Context: an optimization exercise on an open-source flow, tuned for small area, a short achievable clock period and few clock cycles. The choices shown serve that exercise and are no tape-out recipe. Only simulation tests tie the RTL to the original design; equivalence was not proved.

== 11-08 ==
==> flow/design.v (excerpt) <==
module CONV(
	input				clk,
	input				reset,
	output	reg			busy,
	input				ready,
	output	reg	[11:0]	iaddr,
	input		[19:0]	idata,
	output	reg  		cwr,
	output	reg [11:0]	caddr_wr,
	output	reg [19:0]	cdata_wr,
	output	reg 		crd,
	output	reg	[11:0]	caddr_rd,
	input		[19:0] 	cdata_rd,
	output		[2:0] 	csel
	);
clock: 10.0 ns
lec_check: 0
abc_clock_period_in_ps: 3000
cap_margin: 20
core_margin: 2
core_utilization: 60
cts_cluster_diameter: 100
cts_cluster_size: 20
slew_margin: 20
standard.sh (not shown) runs the stock make flow with config.mk's settings and CLKGATE_MAP_FILE= SYNTH_SCRIPT=/design/flow/synth_recipe.tcl, a recipe that flattens the netlist after the stock synthesis.
==> flow/flow/run.sh <==
#!/bin/bash
export SETUP_SLACK_MARGIN=6.7
export BUFFER_PORTS_ARGS="-buffer_cell sky130_fd_sc_hd__buf_2"
bash standard.sh > standard.log 2>&1
Testbench counts of 11-08, summed over its fixed seeds: cycles 146,808.
Relative to 11-08, the following input files were edited for 09-24:
--- a/flow/design.v
+++ b/flow/design.v
@@ -1270,26 +1270,26 @@
 wire [35:0] tRc = {tR_w366, tR_w364, tR_w362, tR_w360, tR_w358, tR_w356, tR_w354, tR_w352, tR_w350, tR_w348, tR_w346, tR_w344, tR_w342, tR_w340, tR_w338, tR_w336, tR_w334, tR_w332, tR_w330, tR_w328, tR_w326, tR_w324, tR_w322, tR_w320, tR_w318, tR_w316, tR_w314, tR_w312, tR_w310, tR_w308, tR_w306, tR_w304, tR_w302, tR_w300, tR_w298, tR_w1};
 always @(posedge clk) begin
 	RAs <= tRs;
 	RAc <= tRc;
 	RBs <= tCs;
 	RBc <= tCc;
 	RCs <= tLs;
 	RCc <= tLc;
 end
 reg         e2;        
 reg         csel1;     
 reg         pr1, pr2, pr3, q;
+reg  [11:0] oa;        
 reg  [19:0] M, Rr;
-wire [11:0] oprev = csel1 ? {caddr_wr[9:5], 1'b1, caddr_wr[4:0], 1'b1} : caddr_wr;
 wire [35:0] osum = RAs + RAc;
 assign csel = {1'b0, csel1, 1'b1};
 wire pair_start = cwr & ~csel1 & caddr_wr[6] & ~caddr_wr[0];
 wire pair_end   = cwr & ~csel1 & caddr_wr[6] &  caddr_wr[0];
 wire [19:0] mr = (Rr > M) ? Rr : M;
 wire [19:0] mw = (cdata_wr > M) ? cdata_wr : M;
 always @(posedge clk or posedge reset) begin
 	if (reset) begin
 		busy <= 1'b0;
 		cwr <= 1'b0;
 		e2 <= 1'b0;
 		crd <= 1'b0;
@@ -1303,28 +1303,27 @@
 		pr1 <= pair_start;
 		pr2 <= pr1;
 		pr3 <= pr2;
 		crd <= pair_start | pr1;
 		q <= pair_end;
 		cwr <= e2 | q;
 		if (cwr & csel1 & (caddr_wr[9:0] == 10'd1023)) busy <= 1'b0;
 	end
 end
 always @(posedge clk) begin
 	Rr <= cdata_rd;
 	caddr_rd <= {caddr_wr[11:6] - 6'd1, caddr_wr[5:1], pr1};
-	if (!busy) begin
+	if (!busy) oa <= 12'd0;
+	else if (e2) oa <= oa + 12'd1;
+	if (e2) begin
 		csel1 <= 1'b0;
-		caddr_wr <= 12'hfff;
-	end else if (e2) begin
-		csel1 <= 1'b0;
-		caddr_wr <= oprev + 12'd1;
+		caddr_wr <= oa;
 		cdata_wr <= osum[35] ? 20'd0 : osum[35:16];
 	end else if (q) begin
 		csel1 <= 1'b1;
 		caddr_wr <= {2'b00, caddr_wr[11:7], caddr_wr[5:1]};
 		cdata_wr <= mw;
 	end
 	if (pair_start) M <= cdata_wr;
 	else if (pr2 | pr3) M <= mr;
 end
 endmodule
In 09-24 relative to 11-08, net count after synthesis had gone down slightly. Comparing 09-24 and 11-08, the higher fraction of final layout cells with drive strength greater than 1 was measured on 09-24. 09-24 ends up with a final worst-path setup slack that is 0.013 ns lower than in 11-08. [compare] base=11-08 new=09-24: worst path arrival time shows no meaningful change, number of gates on the worst path with buffers counted shows a reduction of 3. The number of distinct library cell variants in the gate-level netlist after synthesis number comes out lower for 09-24 vs 11-08. Taking 11-08 as the reference, in 09-24 detailed-route wire length on metal 1 up 220 µm, placement-stage cell area rose by about 0.6%, hold slack was more or less identical, number of cells in the finished layout apart from fillers decreased about 0.3%, wire length of the first global-routing pass went up by about 1.5%.
Testbench counts of 09-24, summed over its fixed seeds: cycles 146,808.

==> re-timing with driven ports <==
In the flow no input, the clock included, has a driving cell. The finished layouts below were timed again as built, in two steps. Step 1 sets driving cells, clkbuf_16 on the clock port and buf_2 on the other inputs (assumed; they add their load-dependent delay and slew). Step 2, shift: input delay + t, output delay - t, t = (earliest + latest rising clock arrival at the registers) / 2. This alone moves slack from input paths to output paths. Three values: ideal, step 1, step 2; two values: the first two.
run | t, ns | slack for setup (ns) | worst setup path after step 2 | worst slew at a driven data input, ns
11-08 | 0.643 | 6.646 / 6.646 / 6.646 | register to register | 0.04
09-24 | 0.653 | 6.633 / 6.633 / 6.633 | register to register | 0.03
After both steps every run listed still meets setup and hold.
